From an optimization exercise on the open Yosys and OpenROAD flow, aimed at small area and a short achievable clock period; shortcuts taken in it are not production practice.
Where RTL was checked, it was by simulation tests only, not by an equivalence proof against the original.
No functional check of the RTL was part of run 1.
Power and IR drop assume default switching activity.

## flow/design.v (module list and top-level ports; edited modules follow where they fit)
// module c6288: 698 lines
// module mfa: 4 lines
// module mhan: 4 lines
// module fadd: 438 lines
// module g_aoi21: 3 lines
// module g_inv: 3 lines
// module g_nand2: 3 lines
// module g_nor2: 3 lines
// module g_oai21: 3 lines
// module g_or2: 3 lines
// module g_xnor2: 3 lines
// module g_xor2: 3 lines
module c6288 (clk, reset, N1_wire, N18_wire, N35_wire, N52_wire, N69_wire, N86_wire, N103_wire, N120_wire, N137_wire, N154_wire, N171_wire, N188_wire, N205_wire, N222_wire, N239_wire, N256_wire, N273_wire, N290_wire, N307_wire, N324_wire, N341_wire, N358_wire, N375_wire, N392_wire, N409_wire, N426_wire, N443_wire, N460_wire, N477_wire, N494_wire, N511_wire, N528_wire,
  N545, N1581, N1901, N2223, N2548, N2877, N3211, N3552, N3895, N4241, N4591, N4946, N5308, N5672, N5971, N6123, N6150, N6160, N6170, N6180, N6190, N6200, N6210, N6220, N6230, N6240, N6250, N6260, N6270, N6280, N6288, N6287);
  // ...
==> flow/flow/run.sh <==
#!/bin/bash
# Own layout flow: the standard flow (standard.sh) with extra ORFS make
# variables from flow/extra.txt (one VAR=value per line), e.g. a setup margin
# so that repair_timing sizes and buffers the multiplier for a short period
# rather than only for the 14 ns clock. Each step's full output goes to a log
# file in the work folder.
set -euo pipefail
mapfile -t EXTRA < <(grep -v '^#' flow/extra.txt | grep .)
bash standard.sh synth > synth.log 2>&1
bash standard.sh finish "${EXTRA[@]}" > layout.log 2>&1
==> flow/flow/extra.txt <==
SETUP_SLACK_MARGIN=9.5
==> flow/standard.sh <==
#!/bin/bash
# synth_recipe.tcl (not shown) runs the flow's synth.tcl, then flattens the netlist and writes it again
# the make line also repeats each setting of config.mk as NAME=value (left out here)
make -C /OpenROAD-flow-scripts/flow DESIGN_CONFIG=/design/flow/config.mk WORK_HOME=/design/flow/orfs CLKGATE_MAP_FILE= SYNTH_SCRIPT=/design/flow/synth_recipe.tcl "${@:-finish}"
==> flow/config.mk <==
export PLATFORM = sky130hd
export DESIGN_NAME = c6288
export DESIGN_NICKNAME = c6288
export VERILOG_FILES = /design/flow/design.v
export SDC_FILE = /design/flow/constraint.sdc
export NUM_CORES = 4
export LEC_CHECK = 0
export CAP_MARGIN = 20
export CORE_MARGIN = 2
export CORE_UTILIZATION = 40
export SLEW_MARGIN = 20
export SYNTH_HIERARCHICAL = 1
==> flow/constraint.sdc <==
create_clock -name core_clock -period 14.0 [get_ports {clk}]
set_input_delay 2.8000 -clock core_clock [delete_from_list [all_inputs] [get_ports {clk}]]
set_output_delay 2.8000 -clock core_clock [all_outputs]
set_load 0.01 [all_outputs]
==> metrics.cfg, run 1 <==
[status]
status=no timing/DRC/antenna violations

[synth]
netlist_area_um2=8900
ys_warn_count=7
syn_avg_cell_area_um2=10.6

[global_route]
use_met1=0.252
grt_overflow_total=0
use_met3=0.0482

[critical_path]
crit_start=ra[1]$_DFF_PP0_
cp_top_family=adder cells
regToRegSetupSlack_ns=9.30
crit_chain=buf_12 > nand2_4 > fa_1 > fa_1 > fa_2 > fa_2 > fa_1 > fa_2 > nand2_4 > a21oi_4 > o21ai_4 > a21oi_2 > o21ai_4 > a21oi_4 > o21ai_2 > xor2_1
path_buf_inv=1

[layout]
regMostFlops=rp
seq_cells=64
seqCellArea_um2=1690
multi_input_area_share=0.619
clkbuf_count=10
non_clock_buffer_count=177
postLayoutCoreUtil=0.488

[clock_network]
clk_latency_ns=0.35
cts_resized=92
cts_root_buf=clkbuf_16

[timing]
setup_viol=0
fin_crit_ns=4.70
rsz0062_at_grt=yes

[detailed_routing]
vias=6235
routed-wl-met3_um=1830

[pwr]
powerDensity_nw_per_um2=279
pwr-share-seq=0.099

[floorplanning]
die_width_um=153

[worst_hold_path]
hp-start=ra[0]$_DFF_PP0_

==> module fadd, before the edit <==
module fadd (input wire [31:0] x, input wire [31:0] y, output wire [31:0] p);
  wire n0;
  g_nor2 u0 (x[1], y[1], n0);
  wire n1;
  g_nand2 u1 (x[1], y[1], n1);
  wire n2;
  g_xor2 u2 (x[1], y[1], n2);
  wire n3;
  g_nor2 u3 (x[2], y[2], n3);
  wire n4;
  g_nand2 u4 (x[2], y[2], n4);
  wire n5;
  g_xor2 u5 (x[2], y[2], n5);
  wire n6;
  g_nor2 u6 (x[3], y[3], n6);
  wire n7;
  g_nand2 u7 (x[3], y[3], n7);
  wire n8;
  g_xor2 u8 (x[3], y[3], n8);
  wire n9;
  g_nor2 u9 (x[4], y[4], n9);
  wire n10;
  g_nand2 u10 (x[4], y[4], n10);
  wire n11;
  g_xor2 u11 (x[4], y[4], n11);
  wire n12;
  g_nor2 u12 (x[5], y[5], n12);
  wire n13;
  g_nand2 u13 (x[5], y[5], n13);
  wire n14;
  g_xor2 u14 (x[5], y[5], n14);
  wire n15;
  g_nor2 u15 (x[6], y[6], n15);
  wire n16;
  g_nand2 u16 (x[6], y[6], n16);
  wire n17;
  g_xor2 u17 (x[6], y[6], n17);
  wire n18;
  g_nor2 u18 (x[7], y[7], n18);
  wire n19;
  g_nand2 u19 (x[7], y[7], n19);
  wire n20;
  g_xor2 u20 (x[7], y[7], n20);
  wire n21;
  g_nor2 u21 (x[8], y[8], n21);
  wire n22;
  g_nand2 u22 (x[8], y[8], n22);
  wire n23;
  g_xor2 u23 (x[8], y[8], n23);
  wire n24;
  g_nor2 u24 (x[9], y[9], n24);
  wire n25;
  g_nand2 u25 (x[9], y[9], n25);
  wire n26;
  g_xor2 u26 (x[9], y[9], n26);
  wire n27;
  g_nor2 u27 (x[10], y[10], n27);
  wire n28;
  g_nand2 u28 (x[10], y[10], n28);
  wire n29;
  g_xor2 u29 (x[10], y[10], n29);
  wire n30;
  g_nor2 u30 (x[11], y[11], n30);
  wire n31;
  g_nand2 u31 (x[11], y[11], n31);
  wire n32;
  g_xor2 u32 (x[11], y[11], n32);
  wire n33;
  g_nor2 u33 (x[12], y[12], n33);
  wire n34;
  g_nand2 u34 (x[12], y[12], n34);
  wire n35;
  g_xor2 u35 (x[12], y[12], n35);
  wire n36;
  g_nor2 u36 (x[13], y[13], n36);
  wire n37;
  g_nand2 u37 (x[13], y[13], n37);
  wire n38;
  g_xor2 u38 (x[13], y[13], n38);
  wire n39;
  g_nor2 u39 (x[14], y[14], n39);
  wire n40;
  g_nand2 u40 (x[14], y[14], n40);
  wire n41;
  g_xor2 u41 (x[14], y[14], n41);
  wire n42;
  g_nor2 u42 (x[15], y[15], n42);
  wire n43;
  g_nand2 u43 (x[15], y[15], n43);
  wire n44;
  g_xor2 u44 (x[15], y[15], n44);
  wire n45;
  g_nor2 u45 (x[16], y[16], n45);
  wire n46;
  g_nand2 u46 (x[16], y[16], n46);
  wire n47;
  g_xor2 u47 (x[16], y[16], n47);
  wire n48;
  g_nor2 u48 (x[17], y[17], n48);
  wire n49;
  g_nand2 u49 (x[17], y[17], n49);
  wire n50;
  g_xor2 u50 (x[17], y[17], n50);
  wire n51;
  g_nor2 u51 (x[18], y[18], n51);
  wire n52;
  g_nand2 u52 (x[18], y[18], n52);
  wire n53;
  g_xor2 u53 (x[18], y[18], n53);
  wire n54;
  g_nor2 u54 (x[19], y[19], n54);
  wire n55;
  g_nand2 u55 (x[19], y[19], n55);
  wire n56;
  g_xor2 u56 (x[19], y[19], n56);
  wire n57;
  g_nor2 u57 (x[20], y[20], n57);
  wire n58;
  g_nand2 u58 (x[20], y[20], n58);
  wire n59;
  g_xor2 u59 (x[20], y[20], n59);
  wire n60;
  g_nor2 u60 (x[21], y[21], n60);
  wire n61;
  g_nand2 u61 (x[21], y[21], n61);
  wire n62;
  g_xor2 u62 (x[21], y[21], n62);
  wire n63;
  g_nor2 u63 (x[22], y[22], n63);
  wire n64;
  g_nand2 u64 (x[22], y[22], n64);
  wire n65;
  g_xor2 u65 (x[22], y[22], n65);
  wire n66;
  g_nor2 u66 (x[23], y[23], n66);
  wire n67;
  g_nand2 u67 (x[23], y[23], n67);
  wire n68;
  g_xor2 u68 (x[23], y[23], n68);
  wire n69;
  g_nor2 u69 (x[24], y[24], n69);
  wire n70;
  g_nand2 u70 (x[24], y[24], n70);
  wire n71;
  g_xor2 u71 (x[24], y[24], n71);
  wire n72;
  g_nor2 u72 (x[25], y[25], n72);
  wire n73;
  g_nand2 u73 (x[25], y[25], n73);
  wire n74;
  g_xor2 u74 (x[25], y[25], n74);
  wire n75;
  g_nor2 u75 (x[26], y[26], n75);
  wire n76;
  g_nand2 u76 (x[26], y[26], n76);
  wire n77;
  g_xor2 u77 (x[26], y[26], n77);
  wire n78;
  g_nor2 u78 (x[27], y[27], n78);
  wire n79;
  g_nand2 u79 (x[27], y[27], n79);
  wire n80;
  g_xor2 u80 (x[27], y[27], n80);
  wire n81;
  g_nor2 u81 (x[28], y[28], n81);
  wire n82;
  g_nand2 u82 (x[28], y[28], n82);
  wire n83;
  g_xor2 u83 (x[28], y[28], n83);
  wire n84;
  g_nor2 u84 (x[29], y[29], n84);
  wire n85;
  g_nand2 u85 (x[29], y[29], n85);
  wire n86;
  g_xor2 u86 (x[29], y[29], n86);
  wire n87;
  g_nor2 u87 (x[30], y[30], n87);
  wire n88;
  g_nand2 u88 (x[30], y[30], n88);
  wire n89;
  g_xor2 u89 (x[30], y[30], n89);
  wire n90;
  g_aoi21 u90 (n7, n3, n6, n90);
  wire n91;
  g_nand2 u91 (n7, n4, n91);
  wire n92;
  g_aoi21 u92 (n13, n9, n12, n92);
  wire n93;
  g_nand2 u93 (n13, n10, n93);
  wire n94;
  g_aoi21 u94 (n19, n15, n18, n94);
  wire n95;
  g_nand2 u95 (n19, n16, n95);
  wire n96;
  g_aoi21 u96 (n25, n21, n24, n96);
  wire n97;
  g_nand2 u97 (n25, n22, n97);
  wire n98;
  g_aoi21 u98 (n31, n27, n30, n98);
  wire n99;
  g_nand2 u99 (n31, n28, n99);
  wire n100;
  g_aoi21 u100 (n37, n33, n36, n100);
  wire n101;
  g_nand2 u101 (n37, n34, n101);
  wire n102;
  g_aoi21 u102 (n43, n39, n42, n102);
  wire n103;
  g_nand2 u103 (n43, n40, n103);
  wire n104;
  g_aoi21 u104 (n49, n45, n48, n104);
  wire n105;
  g_nand2 u105 (n49, n46, n105);
  wire n106;
  g_aoi21 u106 (n55, n51, n54, n106);
  wire n107;
  g_nand2 u107 (n55, n52, n107);
  wire n108;
  g_aoi21 u108 (n61, n57, n60, n108);
  wire n109;
  g_nand2 u109 (n61, n58, n109);
  wire n110;
  g_aoi21 u110 (n67, n63, n66, n110);
  wire n111;
  g_nand2 u111 (n67, n64, n111);
  wire n112;
  g_aoi21 u112 (n73, n69, n72, n112);
  wire n113;
  g_nand2 u113 (n73, n70, n113);
  wire n114;
  g_aoi21 u114 (n79, n75, n78, n114);
  wire n115;
  g_nand2 u115 (n79, n76, n115);
  wire n116;
  g_aoi21 u116 (n85, n81, n84, n116);
  wire n117;
  g_nand2 u117 (n85, n82, n117);
  wire n118;
  g_inv u118 (n0, n118);
  wire n119;
  g_oai21 u119 (n91, n118, n90, n119);
  wire n120;
  g_oai21 u120 (n95, n92, n94, n120);
  wire n121;
  g_nor2 u121 (n95, n93, n121);
  wire n122;
  g_oai21 u122 (n99, n96, n98, n122);
  wire n123;
  g_nor2 u123 (n99, n97, n123);
  wire n124;
  g_oai21 u124 (n103, n100, n102, n124);
  wire n125;
  g_nor2 u125 (n103, n101, n125);
  wire n126;
  g_oai21 u126 (n107, n104, n106, n126);
  wire n127;
  g_nor2 u127 (n107, n105, n127);
  wire n128;
  g_oai21 u128 (n111, n108, n110, n128);
  wire n129;
  g_nor2 u129 (n111, n109, n129);
  wire n130;
  g_oai21 u130 (n115, n112, n114, n130);
  wire n131;
  g_nor2 u131 (n115, n113, n131);
  wire n132;
  g_aoi21 u132 (n121, n119, n120, n132);
  wire n133;
  g_aoi21 u133 (n125, n122, n124, n133);
  wire n134;
  g_nand2 u134 (n125, n123, n134);
  wire n135;
  g_aoi21 u135 (n129, n126, n128, n135);
  wire n136;
  g_nand2 u136 (n129, n127, n136);
  wire n137;
  g_oai21 u137 (n134, n132, n133, n137);
  wire n138;
  g_inv u138 (n137, n138);
  wire n139;
  g_oai21 u139 (n136, n138, n135, n139);
  wire n140;
  g_inv u140 (n132, n140);
  wire n141;
  g_aoi21 u141 (n123, n140, n122, n141);
  wire n142;
  g_aoi21 u142 (n127, n137, n126, n142);
  wire n143;
  g_aoi21 u143 (n131, n139, n130, n143);
  wire n144;
  g_inv u144 (n119, n144);
  wire n145;
  g_oai21 u145 (n93, n144, n92, n145);
  wire n146;
  g_oai21 u146 (n97, n132, n96, n146);
  wire n147;
  g_oai21 u147 (n101, n141, n100, n147);
  wire n148;
  g_inv u148 (n137, n148);
  wire n149;
  g_oai21 u149 (n105, n148, n104, n149);
  wire n150;
  g_oai21 u150 (n109, n142, n108, n150);
  wire n151;
  g_inv u151 (n139, n151);
  wire n152;
  g_oai21 u152 (n113, n151, n112, n152);
  wire n153;
  g_oai21 u153 (n117, n143, n116, n153);
  wire n154;
  g_aoi21 u154 (n4, n0, n3, n154);
  wire n155;
  g_aoi21 u155 (n10, n119, n9, n155);
  wire n156;
  g_aoi21 u156 (n16, n145, n15, n156);
  wire n157;
  g_inv u157 (n132, n157);
  wire n158;
  g_aoi21 u158 (n22, n157, n21, n158);
  wire n159;
  g_aoi21 u159 (n28, n146, n27, n159);
  wire n160;
  g_inv u160 (n141, n160);
  wire n161;
  g_aoi21 u161 (n34, n160, n33, n161);
  wire n162;
  g_aoi21 u162 (n40, n147, n39, n162);
  wire n163;
  g_aoi21 u163 (n46, n137, n45, n163);
  wire n164;
  g_aoi21 u164 (n52, n149, n51, n164);
  wire n165;
  g_inv u165 (n142, n165);
  wire n166;
  g_aoi21 u166 (n58, n165, n57, n166);
  wire n167;
  g_aoi21 u167 (n64, n150, n63, n167);
  wire n168;
  g_aoi21 u168 (n70, n139, n69, n168);
  wire n169;
  g_aoi21 u169 (n76, n152, n75, n169);
  wire n170;
  g_inv u170 (n143, n170);
  wire n171;
  g_aoi21 u171 (n82, n170, n81, n171);
  wire n172;
  g_aoi21 u172 (n88, n153, n87, n172);
  assign p[0] = ~x[0];
  assign p[1] = n2;
  wire n173;
  g_xor2 u173 (n5, n0, n173);
  assign p[2] = n173;
  wire n174;
  g_xnor2 u174 (n8, n154, n174);
  assign p[3] = n174;
  wire n175;
  g_xor2 u175 (n11, n119, n175);
  assign p[4] = n175;
  wire n176;
  g_xnor2 u176 (n14, n155, n176);
  assign p[5] = n176;
  wire n177;
  g_xor2 u177 (n17, n145, n177);
  assign p[6] = n177;
  wire n178;
  g_xnor2 u178 (n20, n156, n178);
  assign p[7] = n178;
  wire n179;
  g_xnor2 u179 (n23, n132, n179);
  assign p[8] = n179;
  wire n180;
  g_xnor2 u180 (n26, n158, n180);
  assign p[9] = n180;
  wire n181;
  g_xor2 u181 (n29, n146, n181);
  assign p[10] = n181;
  wire n182;
  g_xnor2 u182 (n32, n159, n182);
  assign p[11] = n182;
  wire n183;
  g_xnor2 u183 (n35, n141, n183);
  assign p[12] = n183;
  wire n184;
  g_xnor2 u184 (n38, n161, n184);
  assign p[13] = n184;
  wire n185;
  g_xor2 u185 (n41, n147, n185);
  assign p[14] = n185;
  wire n186;
  g_xnor2 u186 (n44, n162, n186);
  assign p[15] = n186;
  wire n187;
  g_xor2 u187 (n47, n137, n187);
  assign p[16] = n187;
  wire n188;
  g_xnor2 u188 (n50, n163, n188);
  assign p[17] = n188;
  wire n189;
  g_xor2 u189 (n53, n149, n189);
  assign p[18] = n189;
  wire n190;
  g_xnor2 u190 (n56, n164, n190);
  assign p[19] = n190;
  wire n191;
  g_xnor2 u191 (n59, n142, n191);
  assign p[20] = n191;
  wire n192;
  g_xnor2 u192 (n62, n166, n192);
  assign p[21] = n192;
  wire n193;
  g_xor2 u193 (n65, n150, n193);
  assign p[22] = n193;
  wire n194;
  g_xnor2 u194 (n68, n167, n194);
  assign p[23] = n194;
  wire n195;
  g_xor2 u195 (n71, n139, n195);
  assign p[24] = n195;
  wire n196;
  g_xnor2 u196 (n74, n168, n196);
  assign p[25] = n196;
  wire n197;
  g_xor2 u197 (n77, n152, n197);
  assign p[26] = n197;
  wire n198;
  g_xnor2 u198 (n80, n169, n198);
  assign p[27] = n198;
  wire n199;
  g_xnor2 u199 (n83, n143, n199);
  assign p[28] = n199;
  wire n200;
  g_xnor2 u200 (n86, n171, n200);
  assign p[29] = n200;
  wire n201;
  g_xor2 u201 (n89, n153, n201);
  assign p[30] = n201;
  assign p[31] = ~n172;
endmodule
==> run 2: changes to the inputs <==
--- a/flow/design.v
+++ b/flow/design.v
@@ -4,19 +4,18 @@
   input wire N1_wire, N18_wire, N35_wire, N52_wire, N69_wire, N86_wire, N103_wire, N120_wire, N137_wire, N154_wire, N171_wire, N188_wire, N205_wire, N222_wire, N239_wire, N256_wire, N273_wire, N290_wire, N307_wire, N324_wire, N341_wire, N358_wire, N375_wire, N392_wire, N409_wire, N426_wire, N443_wire, N460_wire, N477_wire, N494_wire, N511_wire, N528_wire;
   output wire N545, N1581, N1901, N2223, N2548, N2877, N3211, N3552, N3895, N4241, N4591, N4946, N5308, N5672, N5971, N6123, N6150, N6160, N6170, N6180, N6190, N6200, N6210, N6220, N6230, N6240, N6250, N6260, N6270, N6280, N6288, N6287;
   reg [15:0] ra, rb;
   reg [31:0] rp;
   wire [31:0] p;
   always @(posedge clk or posedge reset)
     if (reset) ra <= 16'd0;
     else ra <= {N256_wire, N239_wire, N222_wire, N205_wire, N188_wire, N171_wire, N154_wire, N137_wire, N120_wire, N103_wire, N86_wire, N69_wire, N52_wire, N35_wire, N18_wire, N1_wire};
-  always @(posedge clk or posedge reset)
-    if (reset) rb <= 16'd0;
-    else rb <= {N528_wire, N511_wire, N494_wire, N477_wire, N460_wire, N443_wire, N426_wire, N409_wire, N392_wire, N375_wire, N358_wire, N341_wire, N324_wire, N307_wire, N290_wire, N273_wire};
+  always @(posedge clk)
+    rb <= {N528_wire, N511_wire, N494_wire, N477_wire, N460_wire, N443_wire, N426_wire, N409_wire, N392_wire, N375_wire, N358_wire, N341_wire, N324_wire, N307_wire, N290_wire, N273_wire};
   always @(posedge clk or posedge reset)
     if (reset) rp <= 32'd0;
     else rp <= p;
   assign {N6287, N6288, N6280, N6270, N6260, N6250, N6240, N6230, N6220, N6210, N6200, N6190, N6180, N6170, N6160, N6150, N6123, N5971, N5672, N5308, N4946, N4591, N4241, N3895, N3552, N3211, N2877, N2548, N2223, N1901, N1581, N545} = rp;
   wire pp0_0 = ~((ra[0] & rb[0]));
   wire pp1_1 = ~((ra[0] & rb[1]));
   wire pp1_2 = ~((ra[1] & rb[0]));
   wire pp2_3 = ~((ra[0] & rb[2]));
@@ -937,215 +936,339 @@
   g_aoi21 u114 (n79, n75, n78, n114);
   wire n115;
   g_nand2 u115 (n79, n76, n115);
   wire n116;
   g_aoi21 u116 (n85, n81, n84, n116);
   wire n117;
   g_nand2 u117 (n85, n82, n117);
   wire n118;
-  g_inv u118 (n0, n118);
+  g_aoi21 u118 (n4, n0, n3, n118);
   wire n119;
-  g_oai21 u119 (n91, n118, n90, n119);
+  g_inv u119 (n0, n119);
   wire n120;
-  g_oai21 u120 (n95, n92, n94, n120);
+  g_oai21 u120 (n91, n119, n90, n120);
   wire n121;
-  g_nor2 u121 (n95, n93, n121);
+  g_inv u121 (n92, n121);
   wire n122;
-  g_oai21 u122 (n99, n96, n98, n122);
+  g_inv u122 (n93, n122);
   wire n123;
-  g_nor2 u123 (n99, n97, n123);
+  g_aoi21 u123 (n16, n121, n15, n123);
   wire n124;
-  g_oai21 u124 (n103, n100, n102, n124);
+  g_nand2 u124 (n16, n122, n124);
   wire n125;
-  g_nor2 u125 (n103, n101, n125);
+  g_oai21 u125 (n95, n92, n94, n125);
   wire n126;
-  g_oai21 u126 (n107, n104, n106, n126);
+  g_nor2 u126 (n95, n93, n126);
   wire n127;
-  g_nor2 u127 (n107, n105, n127);
+  g_inv u127 (n96, n127);
   wire n128;
-  g_oai21 u128 (n111, n108, n110, n128);
+  g_inv u128 (n97, n128);
   wire n129;
-  g_nor2 u129 (n111, n109, n129);
+  g_aoi21 u129 (n28, n127, n27, n129);
   wire n130;
-  g_oai21 u130 (n115, n112, n114, n130);
+  g_nand2 u130 (n28, n128, n130);
   wire n131;
-  g_nor2 u131 (n115, n113, n131);
+  g_oai21 u131 (n99, n96, n98, n131);
   wire n132;
-  g_aoi21 u132 (n121, n119, n120, n132);
+  g_nor2 u132 (n99, n97, n132);
   wire n133;
-  g_aoi21 u133 (n125, n122, n124, n133);
+  g_inv u133 (n100, n133);
   wire n134;
-  g_nand2 u134 (n125, n123, n134);
+  g_inv u134 (n101, n134);
   wire n135;
-  g_aoi21 u135 (n129, n126, n128, n135);
+  g_aoi21 u135 (n40, n133, n39, n135);
   wire n136;
-  g_nand2 u136 (n129, n127, n136);
+  g_nand2 u136 (n40, n134, n136);
   wire n137;
-  g_oai21 u137 (n134, n132, n133, n137);
+  g_oai21 u137 (n103, n100, n102, n137);
   wire n138;
-  g_inv u138 (n137, n138);
+  g_nor2 u138 (n103, n101, n138);
   wire n139;
-  g_oai21 u139 (n136, n138, n135, n139);
+  g_inv u139 (n104, n139);
   wire n140;
-  g_inv u140 (n132, n140);
+  g_inv u140 (n105, n140);
   wire n141;
-  g_aoi21 u141 (n123, n140, n122, n141);
+  g_aoi21 u141 (n52, n139, n51, n141);
   wire n142;
-  g_aoi21 u142 (n127, n137, n126, n142);
+  g_nand2 u142 (n52, n140, n142);
   wire n143;
-  g_aoi21 u143 (n131, n139, n130, n143);
+  g_oai21 u143 (n107, n104, n106, n143);
   wire n144;
-  g_inv u144 (n119, n144);
+  g_nor2 u144 (n107, n105, n144);
   wire n145;
-  g_oai21 u145 (n93, n144, n92, n145);
+  g_inv u145 (n108, n145);
   wire n146;
-  g_oai21 u146 (n97, n132, n96, n146);
+  g_inv u146 (n109, n146);
   wire n147;
-  g_oai21 u147 (n101, n141, n100, n147);
+  g_aoi21 u147 (n64, n145, n63, n147);
   wire n148;
-  g_inv u148 (n137, n148);
+  g_nand2 u148 (n64, n146, n148);
   wire n149;
-  g_oai21 u149 (n105, n148, n104, n149);
+  g_oai21 u149 (n111, n108, n110, n149);
   wire n150;
-  g_oai21 u150 (n109, n142, n108, n150);
+  g_nor2 u150 (n111, n109, n150);
   wire n151;
-  g_inv u151 (n139, n151);
+  g_inv u151 (n112, n151);
   wire n152;
-  g_oai21 u152 (n113, n151, n112, n152);
+  g_inv u152 (n113, n152);
   wire n153;
-  g_oai21 u153 (n117, n143, n116, n153);
+  g_aoi21 u153 (n76, n151, n75, n153);
   wire n154;
-  g_aoi21 u154 (n4, n0, n3, n154);
+  g_nand2 u154 (n76, n152, n154);
   wire n155;
-  g_aoi21 u155 (n10, n119, n9, n155);
+  g_oai21 u155 (n115, n112, n114, n155);
   wire n156;
-  g_aoi21 u156 (n16, n145, n15, n156);
+  g_nor2 u156 (n115, n113, n156);
   wire n157;
-  g_inv u157 (n132, n157);
+  g_inv u157 (n116, n157);
   wire n158;
-  g_aoi21 u158 (n22, n157, n21, n158);
+  g_inv u158 (n117, n158);
   wire n159;
-  g_aoi21 u159 (n28, n146, n27, n159);
+  g_aoi21 u159 (n88, n157, n87, n159);
   wire n160;
-  g_inv u160 (n141, n160);
+  g_nand2 u160 (n88, n158, n160);
   wire n161;
-  g_aoi21 u161 (n34, n160, n33, n161);
+  g_aoi21 u161 (n10, n120, n9, n161);
   wire n162;
-  g_aoi21 u162 (n40, n147, n39, n162);
+  g_inv u162 (n120, n162);
   wire n163;
-  g_aoi21 u163 (n46, n137, n45, n163);
+  g_oai21 u163 (n93, n162, n92, n163);
   wire n164;
-  g_aoi21 u164 (n52, n149, n51, n164);
+  g_oai21 u164 (n124, n162, n123, n164);
   wire n165;
-  g_inv u165 (n142, n165);
+  g_aoi21 u165 (n126, n120, n125, n165);
   wire n166;
-  g_aoi21 u166 (n58, n165, n57, n166);
+  g_aoi21 u166 (n34, n131, n33, n166);
   wire n167;
-  g_aoi21 u167 (n64, n150, n63, n167);
+  g_nand2 u167 (n34, n132, n167);
   wire n168;
-  g_aoi21 u168 (n70, n139, n69, n168);
+  g_inv u168 (n131, n168);
   wire n169;
-  g_aoi21 u169 (n76, n152, n75, n169);
+  g_inv u169 (n132, n169);
   wire n170;
-  g_inv u170 (n143, n170);
+  g_oai21 u170 (n101, n168, n100, n170);
   wire n171;
-  g_aoi21 u171 (n82, n170, n81, n171);
+  g_nor2 u171 (n101, n169, n171);
   wire n172;
-  g_aoi21 u172 (n88, n153, n87, n172);
-  assign p[0] = ~x[0];
-  assign p[1] = n2;
+  g_oai21 u172 (n136, n168, n135, n172);
   wire n173;
-  g_xor2 u173 (n5, n0, n173);
-  assign p[2] = n173;
+  g_nor2 u173 (n136, n169, n173);
   wire n174;
-  g_xnor2 u174 (n8, n154, n174);
-  assign p[3] = n174;
+  g_aoi21 u174 (n138, n131, n137, n174);
   wire n175;
-  g_xor2 u175 (n11, n119, n175);
-  assign p[4] = n175;
+  g_nand2 u175 (n138, n132, n175);
   wire n176;
-  g_xnor2 u176 (n14, n155, n176);
-  assign p[5] = n176;
+  g_aoi21 u176 (n58, n143, n57, n176);
   wire n177;
-  g_xor2 u177 (n17, n145, n177);
-  assign p[6] = n177;
+  g_nand2 u177 (n58, n144, n177);
   wire n178;
-  g_xnor2 u178 (n20, n156, n178);
-  assign p[7] = n178;
+  g_inv u178 (n143, n178);
   wire n179;
-  g_xnor2 u179 (n23, n132, n179);
-  assign p[8] = n179;
+  g_inv u179 (n144, n179);
   wire n180;
-  g_xnor2 u180 (n26, n158, n180);
-  assign p[9] = n180;
+  g_oai21 u180 (n109, n178, n108, n180);
   wire n181;
-  g_xor2 u181 (n29, n146, n181);
-  assign p[10] = n181;
+  g_nor2 u181 (n109, n179, n181);
   wire n182;
-  g_xnor2 u182 (n32, n159, n182);
-  assign p[11] = n182;
+  g_oai21 u182 (n148, n178, n147, n182);
   wire n183;
-  g_xnor2 u183 (n35, n141, n183);
-  assign p[12] = n183;
+  g_nor2 u183 (n148, n179, n183);
   wire n184;
-  g_xnor2 u184 (n38, n161, n184);
-  assign p[13] = n184;
+  g_aoi21 u184 (n150, n143, n149, n184);
   wire n185;
-  g_xor2 u185 (n41, n147, n185);
-  assign p[14] = n185;
+  g_nand2 u185 (n150, n144, n185);
   wire n186;
-  g_xnor2 u186 (n44, n162, n186);
-  assign p[15] = n186;
+  g_aoi21 u186 (n82, n155, n81, n186);
   wire n187;
-  g_xor2 u187 (n47, n137, n187);
-  assign p[16] = n187;
+  g_nand2 u187 (n82, n156, n187);
   wire n188;
-  g_xnor2 u188 (n50, n163, n188);
-  assign p[17] = n188;
+  g_inv u188 (n155, n188);
   wire n189;
-  g_xor2 u189 (n53, n149, n189);
-  assign p[18] = n189;
+  g_inv u189 (n156, n189);
   wire n190;
-  g_xnor2 u190 (n56, n164, n190);
-  assign p[19] = n190;
+  g_oai21 u190 (n117, n188, n116, n190);
   wire n191;
-  g_xnor2 u191 (n59, n142, n191);
-  assign p[20] = n191;
+  g_nor2 u191 (n117, n189, n191);
   wire n192;
-  g_xnor2 u192 (n62, n166, n192);
-  assign p[21] = n192;
+  g_oai21 u192 (n160, n188, n159, n192);
   wire n193;
-  g_xor2 u193 (n65, n150, n193);
-  assign p[22] = n193;
+  g_nor2 u193 (n160, n189, n193);
   wire n194;
-  g_xnor2 u194 (n68, n167, n194);
-  assign p[23] = n194;
+  g_inv u194 (n165, n194);
   wire n195;
-  g_xor2 u195 (n71, n139, n195);
-  assign p[24] = n195;
+  g_aoi21 u195 (n22, n194, n21, n195);
   wire n196;
-  g_xnor2 u196 (n74, n168, n196);
-  assign p[25] = n196;
+  g_oai21 u196 (n97, n165, n96, n196);
   wire n197;
-  g_xor2 u197 (n77, n152, n197);
-  assign p[26] = n197;
+  g_oai21 u197 (n130, n165, n129, n197);
   wire n198;
-  g_xnor2 u198 (n80, n169, n198);
-  assign p[27] = n198;
+  g_aoi21 u198 (n132, n194, n131, n198);
   wire n199;
-  g_xnor2 u199 (n83, n143, n199);
-  assign p[28] = n199;
+  g_oai21 u199 (n167, n165, n166, n199);
   wire n200;
-  g_xnor2 u200 (n86, n171, n200);
-  assign p[29] = n200;
+  g_aoi21 u200 (n171, n194, n170, n200);
   wire n201;
-  g_xor2 u201 (n89, n153, n201);
-  assign p[30] = n201;
-  assign p[31] = ~n172;
+  g_aoi21 u201 (n173, n194, n172, n201);
+  wire n202;
+  g_oai21 u202 (n175, n165, n174, n202);
+  wire n203;
+  g_inv u203 (n184, n203);
+  wire n204;
+  g_inv u204 (n185, n204);
+  wire n205;
+  g_aoi21 u205 (n70, n203, n69, n205);
+  wire n206;
+  g_nand2 u206 (n70, n204, n206);
+  wire n207;
+  g_oai21 u207 (n113, n184, n112, n207);
+  wire n208;
+  g_nor2 u208 (n113, n185, n208);
+  wire n209;
+  g_oai21 u209 (n154, n184, n153, n209);
+  wire n210;
+  g_nor2 u210 (n154, n185, n210);
+  wire n211;
+  g_aoi21 u211 (n156, n203, n155, n211);
+  wire n212;
+  g_nand2 u212 (n156, n204, n212);
+  wire n213;
+  g_oai21 u213 (n187, n184, n186, n213);
+  wire n214;
+  g_nor2 u214 (n187, n185, n214);
+  wire n215;
+  g_aoi21 u215 (n191, n203, n190, n215);
+  wire n216;
+  g_nand2 u216 (n191, n204, n216);
+  wire n217;
+  g_aoi21 u217 (n193, n203, n192, n217);
+  wire n218;
+  g_nand2 u218 (n193, n204, n218);
+  wire n219;
+  g_aoi21 u219 (n46, n202, n45, n219);
+  wire n220;
+  g_inv u220 (n202, n220);
+  wire n221;
+  g_oai21 u221 (n105, n220, n104, n221);
+  wire n222;
+  g_oai21 u222 (n142, n220, n141, n222);
+  wire n223;
+  g_aoi21 u223 (n144, n202, n143, n223);
+  wire n224;
+  g_oai21 u224 (n177, n220, n176, n224);
+  wire n225;
+  g_aoi21 u225 (n181, n202, n180, n225);
+  wire n226;
+  g_aoi21 u226 (n183, n202, n182, n226);
+  wire n227;
+  g_oai21 u227 (n185, n220, n184, n227);
+  wire n228;
+  g_oai21 u228 (n206, n220, n205, n228);
+  wire n229;
+  g_aoi21 u229 (n208, n202, n207, n229);
+  wire n230;
+  g_aoi21 u230 (n210, n202, n209, n230);
+  wire n231;
+  g_oai21 u231 (n212, n220, n211, n231);
+  wire n232;
+  g_aoi21 u232 (n214, n202, n213, n232);
+  wire n233;
+  g_oai21 u233 (n216, n220, n215, n233);
+  wire n234;
+  g_oai21 u234 (n218, n220, n217, n234);
+  assign p[0] = ~x[0];
+  assign p[1] = n2;
+  wire n235;
+  g_xor2 u235 (n5, n0, n235);
+  assign p[2] = n235;
+  wire n236;
+  g_xnor2 u236 (n8, n118, n236);
+  assign p[3] = n236;
+  wire n237;
+  g_xor2 u237 (n11, n120, n237);
+  assign p[4] = n237;
+  wire n238;
+  g_xnor2 u238 (n14, n161, n238);
+  assign p[5] = n238;
+  wire n239;
+  g_xor2 u239 (n17, n163, n239);
+  assign p[6] = n239;
+  wire n240;
+  g_xor2 u240 (n20, n164, n240);
+  assign p[7] = n240;
+  wire n241;
+  g_xnor2 u241 (n23, n165, n241);
+  assign p[8] = n241;
+  wire n242;
+  g_xnor2 u242 (n26, n195, n242);
+  assign p[9] = n242;
+  wire n243;
+  g_xor2 u243 (n29, n196, n243);
+  assign p[10] = n243;
+  wire n244;
+  g_xor2 u244 (n32, n197, n244);
+  assign p[11] = n244;
+  wire n245;
+  g_xnor2 u245 (n35, n198, n245);
+  assign p[12] = n245;
+  wire n246;
+  g_xor2 u246 (n38, n199, n246);
+  assign p[13] = n246;
+  wire n247;
+  g_xnor2 u247 (n41, n200, n247);
+  assign p[14] = n247;
+  wire n248;
+  g_xnor2 u248 (n44, n201, n248);
+  assign p[15] = n248;
+  wire n249;
+  g_xor2 u249 (n47, n202, n249);
+  assign p[16] = n249;
+  wire n250;
+  g_xnor2 u250 (n50, n219, n250);
+  assign p[17] = n250;
+  wire n251;
+  g_xor2 u251 (n53, n221, n251);
+  assign p[18] = n251;
+  wire n252;
+  g_xor2 u252 (n56, n222, n252);
+  assign p[19] = n252;
+  wire n253;
+  g_xnor2 u253 (n59, n223, n253);
+  assign p[20] = n253;
+  wire n254;
+  g_xor2 u254 (n62, n224, n254);
+  assign p[21] = n254;
+  wire n255;
+  g_xnor2 u255 (n65, n225, n255);
+  assign p[22] = n255;
+  wire n256;
+  g_xnor2 u256 (n68, n226, n256);
+  assign p[23] = n256;
+  wire n257;
+  g_xor2 u257 (n71, n227, n257);
+  assign p[24] = n257;
+  wire n258;
+  g_xor2 u258 (n74, n228, n258);
+  assign p[25] = n258;
+  wire n259;
+  g_xnor2 u259 (n77, n229, n259);
+  assign p[26] = n259;
+  wire n260;
+  g_xnor2 u260 (n80, n230, n260);
+  assign p[27] = n260;
+  wire n261;
+  g_xor2 u261 (n83, n231, n261);
+  assign p[28] = n261;
+  wire n262;
+  g_xnor2 u262 (n86, n232, n262);
+  assign p[29] = n262;
+  wire n263;
+  g_xor2 u263 (n89, n233, n263);
+  assign p[30] = n263;
+  assign p[31] = n234;
 endmodule
 module g_aoi21 (input wire a, input wire b, input wire c, output wire y);
   assign y = ~((a & b) | c);
 endmodule
 module g_inv (input wire a, output wire y);
   assign y = ~a;
 endmodule
 module g_nand2 (input wire a, input wire b, output wire y);
==> flow/flow/extra.txt (replaced) <==
SETUP_SLACK_MARGIN=9
BUFFER_PORTS_ARGS=-buffer_cell sky130_fd_sc_hd__buf_1
==> flow/config.mk (replaced) <==
export PLATFORM = sky130hd
export DESIGN_NAME = c6288
export DESIGN_NICKNAME = c6288
export VERILOG_FILES = /design/flow/design.v
export SDC_FILE = /design/flow/constraint.sdc
export NUM_CORES = 4
export LEC_CHECK = 0
export CAP_MARGIN = 20
export CORE_MARGIN = 2
export CORE_UTILIZATION = 40
export CTS_BUF_LIST = sky130_fd_sc_hd__clkbuf_4
export SLEW_MARGIN = 20
export SYNTH_HIERARCHICAL = 1
==> run 2 against run 1 <==
Largest cell class unchanged. Final cell count down 2.0%. Core utilization decreased by 8.0 points. Fmax decreased by 1.9%. Count of clock-buffer cells in the layout stayed put. Clock skew is 0.0031 ns higher. Register-to-register slack got worse by 0.09 ns. Synthesized cell count up 7.4%. Via count shrank 4.6%. Area after synthesis increased by 3.0%. Highest routed layer unchanged. Non-clock buffer count shrank 91. Combinational power shrank 18%. Setup slack lost 0.089 ns.
==> metrics.cfg, run 2 <==
[layout]
seqCellArea_um2=1600  ; -5.3%
reg.largest.list=rp x32, ra x16, rb x16
final_cell_mix=nand2_1 (310), fa_1 (195), buf_1 (65)
mostFrequentLayoutCell=nand2_1
stdcell_count=1198
nets=1136
largest_reg_flops=32
drive_above_1_share=0.135
multi_input_area_um2=6590
regMostFlops=rp
postLayoutCoreUtil=0.408  ; -0.0796
area_growth_pct=0.464
n_fill_cell=2232

[detailed_routing]
wirelength_um=20300
drc_errors=0
viasPerCell=4.97
drtAntennaViolNets=0
drtIter0Drc=306
dr.pass1.iters=7
vias=5951  ; -4.6%
wl_per_cell_um=16.9

[critical_path]
path_class=flop to flop
start_kind=flop
crit_chain=nand2_1 > fa_1 > fa_1 > fa_1 > fa_1 > fa_1 > fa_1 > nor2_1 > a21oi_4 > o21ai_4 > a21oi_4 > inv_1 > a21oi_2 > o21ai_1 > xor2_1
cp.arrival_ns=5.17
cp_max_fo=11
cpPeakStageDelay_ns=0.57
crit_path_top_delay_cell=dfrtp_4
path_buf_inv=1  ; unchanged
cp_top_family=adder cells
endpoint_kind=flop
critical_path.most_common_cell=fa_1
worstPathRequired_ns=14.38

[pwr]
power_mw=2.43
peakVddDrop_mv=0.228
leakage_nw=3.34
powerDensity_nw_per_um2=264  ; -5.2%

[timing]
hold_viol=0
maxSlewHeadroom=0.566
max_freq_mhz=209
rsz0062_at_grt=yes
clock_skew_ns=0.0157
post-route-period-util=0.342
fin_crit_ns=4.79  ; +0.0895 ns
setup_viol=0  ; unchanged
whs_ns=0.700
drv_slew=0
fin_tns_setup_ns=0
tightest_slew_ns=0.651

[clock_network]
cts_root_buf=clkbuf_4
clock_sinks=64
clk_latency_ns=0.45  ; +0.10 ns
ctsHtreeMaxLevel=3
cts_tree=built
clockBufferDepth=2
cts_inserted_buffers=9
clkTransAtPathRegs_ns=0.12

[synth]
syn_nets=1134
ys_warn_count=7  ; unchanged
syn_avg_cell_area_um2=10.1  ; -4.1%
netlist_area_um2=9170  ; +3.0%
netlist_instances=905

[worst_hold_path]
hp-class=flop to flop

[global_route]
grt_overflow_total=0  ; unchanged
grt.total_usage=0.183
grt_pass1_vias=6463
antenna_found_initial=1
grt_pass1_wl_um=33800
grt_max_degree=49

[floorplanning]
ios=66
die_area_um2=24200
initial_core_util=0.406
core_area_um2=22600
die_h_um=155
row_count=55
die_width_um=155  ; +1.4%

[job]
max-cap-violations=0

[placed_design]
globalplace.congestion=0.822
dp_hpwl_um=15400
dpl.cell_count=1162
portBuffers=65

[status]
status=no timing/DRC/antenna violations

-- run 2: final cells by class --
cell class,count,share of cell area
multi-input cells,718,0.715
clock inverters,6,0.00665
flip-flops and latches,64,0.174
inverters,28,0.0118
diodes,1,0.000272
well taps,285,0.0387
repair buffers,86,0.0451
clock buffers,10,0.00815
-- run 2: worst register-to-register path, stage by stage, from the launching register on --
cell     delay, ns
dfrtp_4       0.57
nand2_1       0.11
fa_1          0.44
fa_1          0.52
fa_1          0.43
fa_1          0.41
fa_1          0.51
fa_1          0.45
nor2_1        0.28
a21oi_4       0.12
o21ai_4       0.27
a21oi_4       0.11
inv_1         0.19
a21oi_2       0.07
o21ai_1       0.09
xor2_1        0.15
-- run 2: path summary, 6_finish.rpt --
check                                      from                to  slack (ns)  cells after the start
worst min register to register    rb[0]$_DFF_P_   rp[1]$_DFF_PP0_        0.70                      2
min in group asynchronous                 reset  rp[16]$_DFF_PP0_        2.48                      3
worst max register to register  ra[1]$_DFF_PP0_  rp[30]$_DFF_PP0_        9.21                     15
worst max-delay path            ra[1]$_DFF_PP0_  rp[30]$_DFF_PP0_        9.21                     15
max in group asynchronous                 reset   ra[5]$_DFF_PP0_       11.01                      3
worst min-delay path              rb[0]$_DFF_P_   rp[1]$_DFF_PP0_        0.70                      2
-- run 2: power breakdown --
part | total (mW) | internal (mW) | switching (mW)
combinational | 1.99 | 0.821 | 1.17
clock | 0.134 | 0.0554 | 0.0789
sequential | 0.305 | 0.268 | 0.0364
-- run 2: metal layers --
layer	GRT usage	part of all wire	routed length [um]
met4	0.0712	0.028	569
met1	0.242	0.42	8540
met3	0.0362	0.065	1320
met5	0	0	0
met2	0.298	0.49	9840
-- run 2: timing repair --
item,CTS,global route
endpoints found under the setup margin,13,13
setup buffers,0,19
hold buffers,0,0
gates resized for setup,22,38
-- run 2: per-stage QoR --
step | area (um2) | setup WS, ns
after global routing | 9210 | 8.99
after floorplan | 9170 | 9.16
after CTS | 8950 | 9.01
after detailed placement | 8790 | 8.71
final | 9210 | 9.21
after global placement | 8790 | 8.83
==> run 3: changes to the inputs <==
==> flow/flow/extra.txt (replaced) <==
SETUP_SLACK_MARGIN=9
BUFFER_PORTS_ARGS=-buffer_cell sky130_fd_sc_hd__buf_1
RECOVER_POWER=100
--- a/flow/config.mk
+++ b/flow/config.mk
@@ -9,5 +9,5 @@
 export CORE_MARGIN = 2
 export CORE_UTILIZATION = 40
-export CTS_BUF_LIST = sky130_fd_sc_hd__clkbuf_4
+export CTS_BUF_LIST = sky130_fd_sc_hd__clkbuf_4 sky130_fd_sc_hd__clkbuf_8
 export SLEW_MARGIN = 20
 export SYNTH_HIERARCHICAL = 1
==> run 3 against run 2 <==
Now fails the layout checks on max-capacitance violations, max-slew violations. Critical path depth is the same. Clock power grew 32%. Via count is 0.30% lower. Sequential power is essentially flat. Largest power group unchanged. Highest routed layer unchanged.
==> metrics.cfg, run 3 <==
[floorplanning]
die_width_um=155  ; unchanged
initial_core_util=0.406  ; unchanged
ios=66  ; unchanged
die_area_um2=24200  ; unchanged
die_h_um=155  ; unchanged
core_area_um2=22600  ; unchanged
row_count=55  ; unchanged

[synth]
ys_warn_count=7  ; unchanged
syn_avg_cell_area_um2=10.1  ; unchanged
syn_nets=1134  ; unchanged
netlist_area_um2=9170  ; unchanged
netlist_instances=905  ; unchanged

[detailed_routing]
vias=5933  ; -0.30%
wl_per_cell_um=17.0  ; +0.28%
drtIter0Drc=320  ; +4.6%
wirelength_um=20300  ; +0.11%
drtAntennaViolNets=0  ; unchanged
viasPerCell=4.96  ; -0.14%
dr.pass1.iters=5  ; -2
drc_errors=0  ; unchanged

[placed_design]
portBuffers=65  ; unchanged
globalplace.congestion=0.822  ; unchanged
dp_hpwl_um=15400  ; unchanged
place_ws_ns=8.71  ; unchanged

[critical_path]
cp_max_fo=12  ; +1
endpoint_kind=flop
cp_top_family=adder cells
worstPathRequired_ns=14.28  ; -0.10 ns
path_class=flop to flop
path_buf_inv=2  ; +1
crit_path_top_delay_cell=dfrtp_1
cpPeakStageDelay_ns=0.61  ; +0.04 ns
critical_path.most_common_cell=fa_1
start_kind=flop
crit_chain=nand2_1 > fa_1 > fa_1 > fa_1 > fa_1 > fa_1 > nand2_1 > nand2_1 > nor2_1 > nand2_1 > o21ai_0 > clkbuf_1 > clkinvlp_2 > o21ai_0 > xor2_1
cp.arrival_ns=5.69  ; +0.52 ns

[timing]
hold_viol=0  ; unchanged
layout_setup_ws_ns=8.59  ; -0.614 ns
rsz0062_at_grt=yes
fin_crit_ns=5.41  ; +0.614 ns
maxSlewHeadroom=-0.817  ; -1.38
setup_viol=0  ; unchanged
drv_slew=49  ; +49
clock_skew_ns=0.0107  ; -0.00498 ns
post-route-period-util=0.386  ; +0.0439
max_freq_mhz=185  ; -11%
tightest_slew_ns=2.73  ; +2.07 ns
fin_tns_setup_ns=0  ; unchanged

[pwr]
p_int_mw=1.14  ; -0.30%
clockPowerShare=0.074  ; +0.019
leakage_nw=3.35  ; +0.33%
swShare=0.522  ; -0.00745
p_comb_frac=0.798  ; -0.022
peakVddDrop_mv=0.209  ; -8.2%
powerDensity_nw_per_um2=259  ; -1.9%
pwr-share-seq=0.128  ; +0.003
p_switching_mw=1.25  ; -3.2%

[status]
status=failed layout checks
so.violations=max-capacitance violations, max-slew violations

[global_route]
grt_overflow_total=0  ; unchanged
grt_max_degree=49  ; unchanged
grt_pass1_vias=6509  ; +0.71%
grt_pass1_wl_um=33800  ; about the same
grt.total_usage=0.182  ; -0.000724
antenna_found_initial=0  ; -1

[clock_network]
ctsHtreeMaxLevel=3  ; unchanged
cts_hold_buf=0  ; unchanged
cts_root_buf=clkbuf_8
clockBufferDepth=2  ; unchanged
clock_sinks=64  ; unchanged
clk_latency_ns=0.36  ; -0.09 ns
cts_tree=built
clkTransAtPathRegs_ns=0.08  ; -0.04 ns
cts_inserted_buffers=9  ; unchanged

[layout]
largest_reg_flops=32  ; unchanged
regMostFlops=rp
mostFrequentLayoutCell=nand2_1
area_growth_pct=0.532  ; about the same
final_cell_mix=nand2_1 (310), fa_1 (195), buf_1 (65)
reg.largest.list=rp x32, ra x16, rb x16
nets=1135  ; -0.088%
drive_above_1_share=0.119  ; -0.0163
antenna_cells=0  ; -1

[worst_hold_path]
hp-class=flop to flop

[job]
max-cap-violations=1  ; +1

-- run 3: area by class of cell --
| cell class | instances | area, um2 |
|---|---|---|
| multi-input cells | 718 | 6550 |
| fillers | 2231 | 13400 |
| inverters | 28 | 106 |
| well taps | 285 | 357 |
| repair buffers | 85 | 392 |
| clock buffers | 12 | 159 |
| flip-flops and latches | 64 | 1600 |
| clock inverters | 4 | 53.8 |
-- run 3: per-layer routing --
layer  share of wire  global-route usage  vias up  wire length (um)
met2            0.48               0.299      195              9830
li1                -                   -     2684                 -
met1            0.43               0.241     3020              8630
met5               0                   0        -                 0
met3           0.063              0.0354       34              1280
met4           0.027              0.0673        0               558
-- run 3: repair_timing --
action | CTS | global route
gates resized for setup | 22 | 38
endpoints found under the setup margin | 13 | 13
hold endpoints to repair | 0 | 0
cloned | 0 | 0
setup buffers | 0 | 18
-- run 3: path summary, 6_finish.rpt --
path | slack [ns] | start | to | depth (start not counted)
setup / recovery | 8.59 | ra[0]$_DFF_PP0_ | rp[18]$_DFF_PP0_ | 15
hold / removal | 0.70 | rb[0]$_DFF_P_ | rp[1]$_DFF_PP0_ | 2
setup reg to reg | 8.59 | ra[0]$_DFF_PP0_ | rp[18]$_DFF_PP0_ | 15
hold reg to reg | 0.70 | rb[0]$_DFF_P_ | rp[1]$_DFF_PP0_ | 2
max in group asynchronous | 8.65 | reset | ra[5]$_DFF_PP0_ | 3
min in group asynchronous | 3.43 | reset | rp[16]$_DFF_PP0_ | 3
-- run 3: worst min-delay path: stages, from the launching register on --
cell,delay (ns)
dfxtp_2,0.45
nand2_2,0.12
xor2_1,0.08
-- run 3: power groups by stage --
stage / sequential [mW] / clock, mW / combinational, mW
6_report: 0.305 / 0.177 / 1.91
5_1_grt: 0.312 / 0.193 / 2.17
4_1_cts: 0.308 / 0.186 / 1.93
3_5_place_dp: 0.312 / 0 / 1.91
3_3_place_gp: 0.312 / 0 / 1.89
2_1_floorplan: 0.310 / 0 / 2.03
-- run 3: per-stage QoR --
step	instance area (um2)	util	hold slack (ns)	cells	power, mW
2_1_floorplan	9170	-	0.642	905	2.34
3_3_place_gp	8790	0.389	0.875	1162	2.20
3_5_place_dp	8790	0.389	0.873	1162	2.23
4_1_cts	9030	0.400	0.812	1178	2.42
5_1_grt	9220	0.408	0.743	1196	2.67
6_report	9220	0.408	0.702	1196	2.39
==> run 4: changes to the inputs <==
==> flow/flow/extra.txt (replaced) <==
SETUP_SLACK_MARGIN=9
BUFFER_PORTS_ARGS=-buffer_cell sky130_fd_sc_hd__buf_1
--- a/flow/config.mk
+++ b/flow/config.mk
@@ -8,5 +8,5 @@
 export CAP_MARGIN = 20
 export CORE_MARGIN = 2
-export CORE_UTILIZATION = 40
+export CORE_UTILIZATION = 65
 export CTS_BUF_LIST = sky130_fd_sc_hd__clkbuf_4 sky130_fd_sc_hd__clkbuf_8
 export SLEW_MARGIN = 20
==> run 4 against run 3 <==
Critical path depth stayed put. Critical path type unchanged. Non-clock buffer count grew 29. Now clean on timing, DRC and antenna. Global-route usage grew 13 points.
==> metrics.cfg, run 4 <==
[status]
status=no timing/DRC/antenna violations

[critical_path]
cp_max_fo=16  ; +4
path_class=flop to flop
endpoint_kind=flop
cp.arrival_ns=5.10  ; -0.59 ns
start_kind=flop
worstPathRequired_ns=14.25  ; -0.03 ns
r2r_cells=15  ; unchanged

[detailed_routing]
drtIter0Drc=499  ; +56%
drc_errors=0  ; unchanged
drtAntennaViolNets=0  ; unchanged
vias=6334  ; +6.8%
wl_per_cell_um=19.0  ; +12%
viasPerCell=5.66  ; +14%
wirelength_um=21300  ; +4.9%
dr.pass1.iters=5  ; unchanged

[global_route]
antenna_found_initial=0  ; unchanged
grt_max_degree=49  ; unchanged
grt_overflow_total=0  ; unchanged
grt_pass1_vias=6555  ; +0.71%
grt.total_usage=0.310  ; +0.129
grt_pass1_wl_um=34400  ; +1.8%

[pwr]
leakage_nw=3.49  ; +4.2%
peakVddDrop_mv=0.301  ; +44%
powerDensity_nw_per_um2=283  ; +9.2%
power_mw=2.64  ; +11%

[layout]
mostFrequentLayoutCell=nand2_1
drive_above_1_share=0.162  ; +0.0432
area_growth_pct=1.75
final_cell_mix=nand2_1 (310), fa_1 (194), buf_1 (65)
postLayoutCoreUtil=0.675  ; +0.266
reg.largest.list=rp x32, ra x16, rb x16
n_fill_cell=1115  ; -50%
regMostFlops=rp
antenna_cells=0  ; unchanged
largest_reg_flops=32  ; unchanged
nets=1164  ; +2.6%

[timing]
tightest_slew_ns=0.917  ; -1.81 ns
post-route-period-util=0.346  ; -0.0400
fin_crit_ns=4.85  ; -0.560 ns
drv_slew=0  ; -100%
layout_setup_ws_ns=9.15  ; +0.560 ns
setup_viol=0  ; unchanged
maxSlewHeadroom=0.389  ; +1.21
clock_skew_ns=0.0221  ; +0.0114 ns
rsz0062_at_grt=no
fin_tns_setup_ns=0  ; unchanged
hold_viol=0  ; unchanged
max_freq_mhz=206  ; +12%

[worst_hold_path]
hold_path_depth=2  ; unchanged
hp-class=flop to flop

[synth]
syn_avg_cell_area_um2=10.1  ; unchanged
ys_warn_count=7  ; unchanged
netlist_instances=905  ; unchanged
netlist_area_um2=9170  ; unchanged
syn_nets=1134  ; unchanged

[clock_network]
clock_sinks=64  ; unchanged
clockBufferDepth=2  ; unchanged
ctsHtreeMaxLevel=3  ; unchanged
cts_root_buf=clkbuf_8
clkTransAtPathRegs_ns=0.09  ; about the same
cts_tree=built
cts_hold_buf=0  ; unchanged
cts_inserted_buffers=9  ; unchanged
clk_latency_ns=0.38  ; +0.02 ns

[job]
max-cap-violations=0  ; -1

[floorplanning]
core_area_um2=13800  ; -39%
initial_core_util=0.663  ; +0.257
die_width_um=123  ; -21%
die_h_um=123  ; -21%
die_area_um2=15100  ; -38%
row_count=43  ; -22%
ios=66  ; unchanged

[placed_design]
dp_hpwl_um=15600  ; +1.4%
globalplace.congestion=0.938  ; +14%
place_ws_ns=8.64  ; -0.0755 ns
portBuffers=65  ; unchanged

[run 4: report_power, final]
group          internal (mW)  switching (mW)  leakage [nW]  total [mW]
logic                  0.910            1.27          2.71        2.18
registers              0.268          0.0332         0.690       0.302
clock network         0.0693          0.0851        0.0887       0.154
[run 4: repair_timing]
action                     in CTS  in global routing
cloned                          0                  0
setup buffers                  20                 28
resized for setup              38                 26
setup endpoints to repair      15                 12
[run 4: worst max-delay path, stage by stage, from the launching register on]
cell	delay (ns)
dfrtp_4	0.58
nand2_1	0.12
fa_1	0.40
fa_1	0.54
fa_1	0.45
fa_1	0.42
fa_1	0.46
fa_1	0.55
nand2_1	0.12
nand2_1	0.19
o21ai_4	0.12
a21oi_4	0.21
inv_1	0.17
a21oi_2	0.14
o21ai_1	0.09
xor2_1	0.17
[run 4: routing by layer]
layer	vias to the layer above	GRT usage	part of all wire
li1	2739	-	-
met1	3268	0.451	0.42
met2	296	0.462	0.46
met3	31	0.0795	0.094
met4	0	0.0984	0.022
met5	-	0	0
[run 4: final timing paths]
check                                     start          endpoint  slack (ns)
worst max-delay path            ra[6]$_DFF_PP0_  rp[25]$_DFF_PP0_        9.15
worst max register to register  ra[6]$_DFF_PP0_  rp[25]$_DFF_PP0_        9.15
min in group asynchronous                 reset   rp[1]$_DFF_PP0_        2.57
max in group asynchronous                 reset  ra[11]$_DFF_PP0_       10.77
worst min register to register    rb[0]$_DFF_P_   rp[0]$_DFF_PP0_        0.59
worst min-delay path              rb[0]$_DFF_P_   rp[0]$_DFF_PP0_        0.59
[run 4: final cells by class]
cell class / count / area [um2] / area share
multi-input combinational: 718 / 6590 / 0.706
sequential: 64 / 1620 / 0.173
timing repair buffer: 114 / 613 / 0.0657
tap: 180 / 225 / 0.0241
clock buffer: 10 / 138 / 0.0148
inverter: 28 / 110 / 0.0118
clock inverter: 6 / 42.5 / 0.00456
[run 4: stage by stage]
stage,hold WS [ns],cell area [um2],cells
floorplan,0.642,9170,905
global placement,0.740,8650,1056
detailed placement,0.748,8650,1056
CTS,0.581,9040,1092
global route,0.656,9330,1120
finish,0.594,9330,1120
==> run 5: changes to the inputs <==
--- a/flow/config.mk
+++ b/flow/config.mk
@@ -8,5 +8,5 @@
 export CAP_MARGIN = 20
 export CORE_MARGIN = 2
-export CORE_UTILIZATION = 65
+export CORE_UTILIZATION = 40
 export CTS_BUF_LIST = sky130_fd_sc_hd__clkbuf_4 sky130_fd_sc_hd__clkbuf_8
 export SLEW_MARGIN = 20
==> run 5 against run 4 <==
Area after synthesis is the same. Fmax grew 1.8%. Critical path depth is the same. Die area grew 60%. Non-clock buffer count shrank 29. Cell area shrank 0.52%. Largest power group unchanged.
==> metrics.cfg, run 5 <==
[layout]
seqCellArea_um2=1600  ; -0.77%
mostFrequentLayoutCell=nand2_1
regMostFlops=rp
antenna_cells=0  ; unchanged
largest_reg_flops=32  ; unchanged
final_cell_mix=nand2_1 (310), fa_1 (195), buf_1 (65)
multi_input_area_um2=6590  ; about the same
n_fill_cell=2212  ; +98%
reg.largest.list=rp x32, ra x16, rb x16
nets=1135  ; -2.5%
area_growth_pct=1.21
drive_above_1_share=0.136  ; -0.0256

[pwr]
p_int_mw=1.19  ; -5.0%
pwr-share-seq=0.123  ; +0.009
p_switching_mw=1.29  ; -7.4%
powerDensity_nw_per_um2=267  ; -5.8%
swShare=0.521  ; -0.00641
p_comb_frac=0.805  ; -0.022
clockPowerShare=0.072  ; +0.014
peakVddDrop_mv=0.218  ; -28%
leakage_nw=3.37  ; -3.4%

[floorplanning]
die_width_um=155  ; +27%
die_h_um=155  ; +27%
die_area_um2=24200  ; +60%
initial_core_util=0.406  ; -0.257
ios=66  ; unchanged
row_count=55  ; +28%
core_area_um2=22600  ; +63%

[critical_path]
cpPeakStageDelay_ns=0.57  ; about the same
cp_max_fo=12  ; -4
crit_path_top_delay_cell=fa_1
path_class=flop to flop
start_kind=flop
critical_path.most_common_cell=fa_1
worstPathRequired_ns=14.25  ; about the same
endpoint_kind=flop
path_buf_inv=1  ; unchanged
cp_top_family=adder cells
cp.arrival_ns=5.01  ; -0.09 ns
crit_chain=nand2_1 > fa_1 > fa_1 > fa_1 > fa_1 > fa_1 > fa_1 > nand2_1 > a21oi_4 > o21ai_4 > a21oi_4 > inv_1 > a21oi_2 > o21ai_1 > xor2_1

[synth]
netlist_instances=905  ; unchanged
netlist_area_um2=9170  ; unchanged
ys_warn_count=7  ; unchanged
syn_avg_cell_area_um2=10.1  ; unchanged
syn_nets=1134  ; unchanged

[timing]
post-route-period-util=0.340  ; -0.00618
setup_viol=0  ; unchanged
max_freq_mhz=210  ; +1.8%
drv_slew=0  ; unchanged
tightest_slew_ns=0.651  ; -0.266 ns
fin_tns_setup_ns=0  ; unchanged
layout_setup_ws_ns=9.24  ; +0.0866 ns
clock_skew_ns=0.0105  ; -0.0116 ns
hold_viol=0  ; unchanged
rsz0062_at_grt=yes
fin_crit_ns=4.76  ; -0.0866 ns
maxSlewHeadroom=0.566  ; +0.177

[clock_network]
cts_root_buf=clkbuf_8
cts_tree=built
cts_inserted_buffers=9  ; unchanged
ctsHtreeMaxLevel=3  ; unchanged
clk_latency_ns=0.36  ; -0.02 ns
clockBufferDepth=2  ; unchanged
clock_sinks=64  ; unchanged
clkTransAtPathRegs_ns=0.08  ; about the same

[placed_design]
globalplace.congestion=0.822  ; -12%
place_ws_ns=8.71  ; +0.0755 ns
portBuffers=65  ; unchanged
dp_hpwl_um=15400  ; -1.4%

[detailed_routing]
route.met2.wl_um=9850  ; -0.39%
viasPerCell=4.97  ; -12%
wirelength_um=20200  ; -5.0%
drtAntennaViolNets=0  ; unchanged
wl_per_cell_um=16.9  ; -11%
wl_met1_um=8540  ; -4.5%
dr.pass1.iters=5  ; unchanged
routed.top_layer=met4
routed-wl-met3_um=1260  ; -37%
drtIter0Drc=288  ; -42%
vias=5945  ; -6.1%
drc_errors=0  ; unchanged

[global_route]
grt_pass1_wl_um=33800  ; -1.7%
grt_max_degree=49  ; unchanged
antenna_found_initial=0  ; unchanged
grt_pass1_vias=6509  ; -0.70%
grt.total_usage=0.182  ; -0.129
grt_overflow_total=0  ; unchanged

[worst_hold_path]
hp-class=flop to flop

[status]
status=no timing/DRC/antenna violations

[job]
max-cap-violations=0  ; unchanged

## run 5: tightest hold or removal path, cell delays in order, from the launching register on
cell and delay (ns):
dfxtp_2 0.45, nand2_2 0.12, xor2_1 0.08
## run 5: final cells by class
| class | instances | share of cell area |
|---|---|---|
| Clock buffer | 12 | 0.0171 |
| Timing Repair Buffer | 85 | 0.0442 |
| Inverter | 28 | 0.0117 |
| Multi-Input combinational cell | 718 | 0.710 |
| Clock inverter | 4 | 0.00580 |
| Sequential cell | 64 | 0.173 |
| Tap cell | 285 | 0.0384 |
## run 5: path summary, 6_finish.rpt
check	end	depth (start not counted)	slack [ns]	from
min in group asynchronous	rp[16]$_DFF_PP0_	3	2.58	reset
worst max register to register	rp[30]$_DFF_PP0_	15	9.24	ra[0]$_DFF_PP0_
worst min register to register	rp[1]$_DFF_PP0_	2	0.70	rb[0]$_DFF_P_
max in group asynchronous	ra[5]$_DFF_PP0_	3	10.91	reset
worst min-delay path	rp[1]$_DFF_PP0_	2	0.70	rb[0]$_DFF_P_
worst max-delay path	rp[30]$_DFF_PP0_	15	9.24	ra[0]$_DFF_PP0_
## run 5: timing repair
item / CTS / global route
buffers inserted: 0 / 18
hold buffers: 0 / 0
resized for setup: 22 / 38
cloned: 0 / 0
setup endpoints to repair: 13 / 13
## run 5: power groups by stage
stage	clock, mW	sequential, mW	combinational [mW]
floorplan	0	0.310	2.03
CTS	0.186	0.308	1.93
finish	0.177	0.305	1.99
global placement	0	0.312	1.89
detailed placement	0	0.312	1.91
global route	0.193	0.312	2.26
## run 5: layer usage
layer / vias to the layer above / GRT usage
met2: 188 / 0.299
met1: 3034 / 0.241
met3: 38 / 0.0354
met4: 0 / 0.0673
met5: - / 0
li1: 2685 / -
## run 5: stage by stage
stage | hold slack [ns] | cell area, um2 | util | total power, mW | std cells
floorplan | 0.642 | 9170 | - | 2.34 | 905
global placement | 0.875 | 8790 | 0.389 | 2.20 | 1162
detailed placement | 0.873 | 8790 | 0.389 | 2.23 | 1162
CTS | 0.812 | 9030 | 0.400 | 2.42 | 1178
global route | 0.743 | 9280 | 0.411 | 2.77 | 1196
finish | 0.698 | 9280 | 0.411 | 2.47 | 1196

[static timing again, ports no longer ideal]
The flow's constraints put no driver on any port. The routed layouts listed below were extracted and timed again, unchanged, in two steps. Step 1, drivers: a clkbuf_16 drives clk and a buf_2 each remaining input, both assumed. Step 2 adds t to the input delays and takes it off the output delays; t is the mean of the earliest and latest rising clock arrival at the registers after step 1. Input paths then give back, and output paths get back, about the clock's delay inside the block. Slacks: ideal / step 1 / step 2; pairs: ideal / step 1.
run | t (ns) | setup WS [ns] | worst hold slack (ns) | slew at the worst register clock pin (ns) | cell pins on the clock port's net
run 1 | 0.390 | 9.298 / 9.298 / 9.298 | 0.874 / 0.874 / 0.874 | 0.06 / 0.06 | 1
run 2 | 0.485 | 9.209 / 9.209 / 9.209 | 0.700 / 0.700 / 0.700 | 0.12 / 0.12 | 1
run 3 | 0.403 | 8.594 / 8.594 / 8.270 | 0.702 / 0.702 / 0.702 | 0.08 / 0.08 | 1
run 4 | 0.411 | 9.154 / 9.154 / 9.154 | 0.594 / 0.594 / 0.594 | 0.09 / 0.09 | 1
run 5 | 0.402 | 9.241 / 9.241 / 9.241 | 0.698 / 0.698 / 0.698 | 0.08 / 0.08 | 1
The setup slack of run 3, which loses most, moves by 0.000 ns with the drivers and by -0.324 ns with both steps. Setup slack includes reset recovery checks.
